Background: an optimization exercise with open tools, aiming at small area. Do not read the settings as production practice. No driver is modelled on the clock port, so clock power and skew are understated where the tree is cut down; a real chip needs a root buffer or a tree. No activity file was given, so power comes from the tool's default toggle rates.

==> trial 41 <==
Design formula, start of the top module:
module formula # (
	parameter LEN = 8
) (
	input                         clk,
	input                         rst,
	input  signed [    LEN - 1:0] a,
	input  signed [    LEN - 1:0] b,
	input  signed [    LEN - 1:0] c,
	input  signed [    LEN - 1:0] d,
	input                         input_vld,
	output signed [3 * LEN - 1:0] res,
	output                        res_overflow,
	output                        output_vld
);
==> flow/config.mk <==
export PLATFORM = sky130hd
export DESIGN_NAME = formula
export DESIGN_NICKNAME = formula
export VERILOG_FILES = /design/flow/design.v
export SDC_FILE = /design/flow/constraint.sdc
export NUM_CORES = 4
export LEC_CHECK = 0
export CAP_MARGIN = 0
export CORE_MARGIN = 2
export CORE_UTILIZATION = 40
export GPL_TIMING_DRIVEN = 0
export SLEW_MARGIN = 0
export SYNTH_HIERARCHICAL = 1
==> flow/constraint.sdc <==
create_clock -name core_clock -period 6.0 [get_ports {clk}]
set_input_delay 1.2000 -clock core_clock [delete_from_list [all_inputs] [get_ports {clk}]]
set_output_delay 1.2000 -clock core_clock [all_outputs]
set_load 0.01 [all_outputs]
standard.sh (not shown) runs the stock make flow with config.mk's settings and CLKGATE_MAP_FILE= SYNTH_SCRIPT=/design/flow/synth_recipe.tcl, a recipe that flattens the netlist after the stock synthesis.
==> flow/flow/run.sh <==
#!/bin/bash
# The standard layout (the standard.sh) with these ORFS settings:
# synthesis buffers removed at floorplan, the smallest buffer on each port,
# and a hand-built one-level clock tree of four buffers (flow/manual_cts.tcl) in place of CTS.
set -e
here=$(pwd)
bash standard.sh REMOVE_ABC_BUFFERS=1 BUFFER_PORTS_ARGS="-buffer_cell sky130_fd_sc_hd__buf_1" \
  PRE_CTS_TCL=$here/flow/manual_cts.tcl finish > standard.log 2>&1
Other scripts of this flow, unchanged in this note and not shown: flow/flow/manual_cts.tcl
==> inputs of trial 74, as changes to trial 41 <==
--- a/flow/design.v
+++ b/flow/design.v
@@ -194,12 +194,11 @@
 	wire s128, c128;
 	wire s129, c129;
 	wire s130, c130;
 	wire s131, c131;
 	wire s132, c132;
-	wire s133, c133;
-	wire s134;
+	wire s133;
 	booth_enc u40 (.nh(nx1[1]), .nm(nx1[0]), .nl(1'b1), .n1(bn40), .n2(bt40), .s(bs40));
 	booth_pp u41 (.n1(bn40), .n2(bt40), .ny0(ny1[0]), .ny1(1'b1), .s(bs40), .p(pp41));
 	booth_pp u42 (.n1(bn40), .n2(bt40), .ny0(ny1[1]), .ny1(ny1[0]), .s(bs40), .p(pp42));
 	booth_pp u43 (.n1(bn40), .n2(bt40), .ny0(ny1[2]), .ny1(ny1[1]), .s(bs40), .p(pp43));
 	booth_pp u44 (.n1(bn40), .n2(bt40), .ny0(ny1[3]), .ny1(ny1[2]), .s(bs40), .p(pp44));
@@ -284,25 +283,25 @@
 	fa_bit u123 (.a(c120), .b(s122), .ci(c121), .s(s123), .co(c123));
 	fa_bit u124 (.a(pp75), .b(pp85), .ci(c122), .s(s124), .co(c124));
 	fa_bit u125 (.a(pp86), .b(c124), .ci(1'b1), .s(s125), .co(c125));
 	ha_bit u126 (.a(bs40), .b(pp41), .s(s126), .co(c126));
 	ha_bit u127 (.a(s113), .b(c109), .s(s127), .co(c127));
-	ha_bit u128 (.a(s116), .b(c113), .s(s128), .co(c128));
-	ha_bit u129 (.a(s119), .b(c128), .s(s129), .co(c129));
-	fa_bit u130 (.a(s121), .b(c119), .ci(c129), .s(s130), .co(c130));
-	ha_bit u131 (.a(s123), .b(c130), .s(s131), .co(c131));
-	fa_bit u132 (.a(s124), .b(c123), .ci(c131), .s(s132), .co(c132));
-	ha_bit u133 (.a(s125), .b(c132), .s(s133), .co(c133));
-	assign s134 = pp87 ^ c125 ^ c133;
+	fa_bit u128 (.a(s116), .b(c113), .ci(c127), .s(s128), .co(c128));
+	ha_bit u129 (.a(s121), .b(c119), .s(s129), .co(c129));
+	ha_bit u130 (.a(s123), .b(c129), .s(s130), .co(c130));
+	fa_bit u131 (.a(s124), .b(c123), .ci(c130), .s(s131), .co(c131));
+	ha_bit u132 (.a(s125), .b(c131), .s(s132), .co(c132));
+	assign s133 = pp87 ^ c125 ^ c132;
 	logic [16:0] s2;
 	always_ff @(posedge clk)
-		s2  <= ({s134, s133, s132, s131, s130, s129, s128, s127, s109, s105, s101, s97, s94, s91, s89, pp42, s126} | {1'b0, {3{ov1}}, 13'd0}) & {~ov1, 16'hffff};
+		s2  <= ({s133, s132, s131, s130, s129, s119, s128, s127, s109, s105, s101, s97, s94, s91, s89, pp42, s126} | {1'b0, {3{ov1}}, 13'd0}) & {~ov1, 16'hffff};
 	logic [1:0] bc2;
 	always_ff @(posedge clk)
-		bc2 <= {c127, c126} & {2{~ov1}};
-	wire sg135;
-	wire k136;
+		bc2 <= {c128, c126} & {2{~ov1}};
+	wire sg134;
+	wire k135;
+	wire s136, c136;
 	wire s137, c137;
 	wire s138, c138;
 	wire s139, c139;
 	wire s140, c140;
 	wire s141, c141;
@@ -313,33 +312,32 @@
 	wire s146, c146;
 	wire s147, c147;
 	wire s148, c148;
 	wire s149, c149;
 	wire s150, c150;
-	wire s151, c151;
-	wire s152;
-	assign sg135 = s2[16] ^ (s2[15] & (s2[14] & (s2[13] & (s2[12] & (s2[11] & ((s2[10] & (s2[9] & (s2[8] & (s2[7] & (s2[6] & (s2[5] & (s2[4] & (s2[3] & (s2[2] & (s2[1] & bc2[0])))))))))) | (s2[10] & bc2[1]) | ((s2[9] & (s2[8] & (s2[7] & (s2[6] & (s2[5] & (s2[4] & (s2[3] & (s2[2] & (s2[1] & bc2[0]))))))))) & bc2[1])))))));
-	assign k136 = s2[0] & sg135;
-	fa_bit u137 (.a(s2[1]), .b(k136), .ci(bc2[0]), .s(s137), .co(c137));
-	ha_bit u138 (.a(s2[2]), .b(c137), .s(s138), .co(c138));
-	ha_bit u139 (.a(s2[3]), .b(c138), .s(s139), .co(c139));
-	ha_bit u140 (.a(s2[4]), .b(c139), .s(s140), .co(c140));
-	ha_bit u141 (.a(s2[5]), .b(c140), .s(s141), .co(c141));
-	ha_bit u142 (.a(s2[6]), .b(c141), .s(s142), .co(c142));
-	ha_bit u143 (.a(s2[7]), .b(c142), .s(s143), .co(c143));
-	ha_bit u144 (.a(s2[8]), .b(c143), .s(s144), .co(c144));
-	ha_bit u145 (.a(s2[9]), .b(c144), .s(s145), .co(c145));
-	fa_bit u146 (.a(s2[10]), .b(c145), .ci(bc2[1]), .s(s146), .co(c146));
-	ha_bit u147 (.a(s2[11]), .b(c146), .s(s147), .co(c147));
-	ha_bit u148 (.a(s2[12]), .b(c147), .s(s148), .co(c148));
-	ha_bit u149 (.a(s2[13]), .b(c148), .s(s149), .co(c149));
-	ha_bit u150 (.a(s2[14]), .b(c149), .s(s150), .co(c150));
-	ha_bit u151 (.a(s2[15]), .b(c150), .s(s151), .co(c151));
-	assign s152 = s2[16] ^ c151;
+	wire s151;
+	assign sg134 = s2[16] ^ (s2[15] & (s2[14] & (s2[13] & (s2[12] & ((s2[11] & (s2[10] & (s2[9] & (s2[8] & (s2[7] & (s2[6] & (s2[5] & (s2[4] & (s2[3] & (s2[2] & (s2[1] & bc2[0]))))))))))) | (s2[11] & bc2[1]) | ((s2[10] & (s2[9] & (s2[8] & (s2[7] & (s2[6] & (s2[5] & (s2[4] & (s2[3] & (s2[2] & (s2[1] & bc2[0])))))))))) & bc2[1]))))));
+	assign k135 = s2[0] & sg134;
+	fa_bit u136 (.a(s2[1]), .b(k135), .ci(bc2[0]), .s(s136), .co(c136));
+	ha_bit u137 (.a(s2[2]), .b(c136), .s(s137), .co(c137));
+	ha_bit u138 (.a(s2[3]), .b(c137), .s(s138), .co(c138));
+	ha_bit u139 (.a(s2[4]), .b(c138), .s(s139), .co(c139));
+	ha_bit u140 (.a(s2[5]), .b(c139), .s(s140), .co(c140));
+	ha_bit u141 (.a(s2[6]), .b(c140), .s(s141), .co(c141));
+	ha_bit u142 (.a(s2[7]), .b(c141), .s(s142), .co(c142));
+	ha_bit u143 (.a(s2[8]), .b(c142), .s(s143), .co(c143));
+	ha_bit u144 (.a(s2[9]), .b(c143), .s(s144), .co(c144));
+	ha_bit u145 (.a(s2[10]), .b(c144), .s(s145), .co(c145));
+	fa_bit u146 (.a(s2[11]), .b(c145), .ci(bc2[1]), .s(s146), .co(c146));
+	ha_bit u147 (.a(s2[12]), .b(c146), .s(s147), .co(c147));
+	ha_bit u148 (.a(s2[13]), .b(c147), .s(s148), .co(c148));
+	ha_bit u149 (.a(s2[14]), .b(c148), .s(s149), .co(c149));
+	ha_bit u150 (.a(s2[15]), .b(c149), .s(s150), .co(c150));
+	assign s151 = s2[16] ^ c150;
 	logic [15:0] r3, r4, r5;
 	always_ff @(posedge clk) begin
-		r3 <= {s152, s151, s150, s149, s148, s147, s146, s145, s144, s143, s142, s141, s140, s139, s138, s137};
+		r3 <= {s151, s150, s149, s148, s147, s146, s145, s144, s143, s142, s141, s140, s139, s138, s137, s136};
 		r4 <= r3;
 		r5 <= r4;
 	end
 	assign output_vld   = vld[4];
 	assign res_overflow = ~r5[15] & r5[14] & r5[13] & r5[12];
==> notes.md <==
In clock power, trial 41 and trial 74 hardly differ. Flip-flop and latch count is the same in trial 41 and trial 74. Of trial 41 and trial 74, trial 74 has the higher via count (gap about 1%, measured against trial 74). Between trial 41 and trial 74, the lower fmax is in trial 74 (gap about 2.2%, measured against trial 74). Against trial 74, the worst hold slack of trial 41 is lower by 0.57 ps. Final area: trial 74 is smaller than trial 41 (about 0.2%).
==> figures <==
Result of the run: trial 41 timing/DRC/antenna clean; trial 74 timing/DRC/antenna clean
Register-to-register setup slack: trial 41 610 ps; trial 74 490 ps
Die Span X: trial 41 109.6 µm; trial 74 109.4 µm
Global routing met1 resource utilization: trial 41 15.81%; trial 74 16.03%
Share of the synthesized area in compound gates (AO/OA/AOI/OAI): trial 41 7.355%; trial 74 6.640%
Number of distinct library cells after synthesis: trial 41 23; trial 74 24
Top-area cell type share of the netlist area: trial 41 42.22%; trial 74 42.32%
Layout-to-synthesis area ratio: trial 41 1.1030x; trial 74 1.1033x
Post-route insts no fill: trial 41 544; trial 74 543
Clock edge transition at the registers on the reported setup and hold paths: trial 41 110 ps; trial 74 120 ps
Multiplexer fraction of the synthesized cell area: trial 41 0%; trial 74 0.2251%
Share of synthesized area occupied by flip-flops and latches: trial 41 45.03%; trial 74 45.13%
FILL cells: trial 41 1027; trial 74 1021
No run of this note included a check of the RTL's function; only the layout flow was run. No run of this note takes its clock network from TritonCTS; it comes from the design's own scripts or RTL.

[re-timing with driven ports]
The flow's constraints put no driver on any port. The routed layouts listed below were extracted and timed again, unchanged, in two steps. Step 1 sets driving cells, clkbuf_16 on the clock port and buf_2 on the other inputs (assumed; they add their load-dependent delay and slew). Step 2 moves the port delays by t, midway between the first and last clock arrival at a register: inputs arrive t later, outputs are due t later. That takes back most of the time a late clock gives input paths. Slacks: ideal ports / drivers / drivers and shift; pairs: ideal ports / drivers.
run	t (ns)	setup slack, ns	pins driven straight from the clock port
trial 41	0.235	0.607 / 0.606 / 0.606	4
trial 74	0.233	0.488 / 0.488 / 0.488	4
After both steps every run listed still meets setup and hold. For trial 41, which loses most, drivers alone change the setup slack by -0.001 ns; drivers and shift together by -0.001 ns.
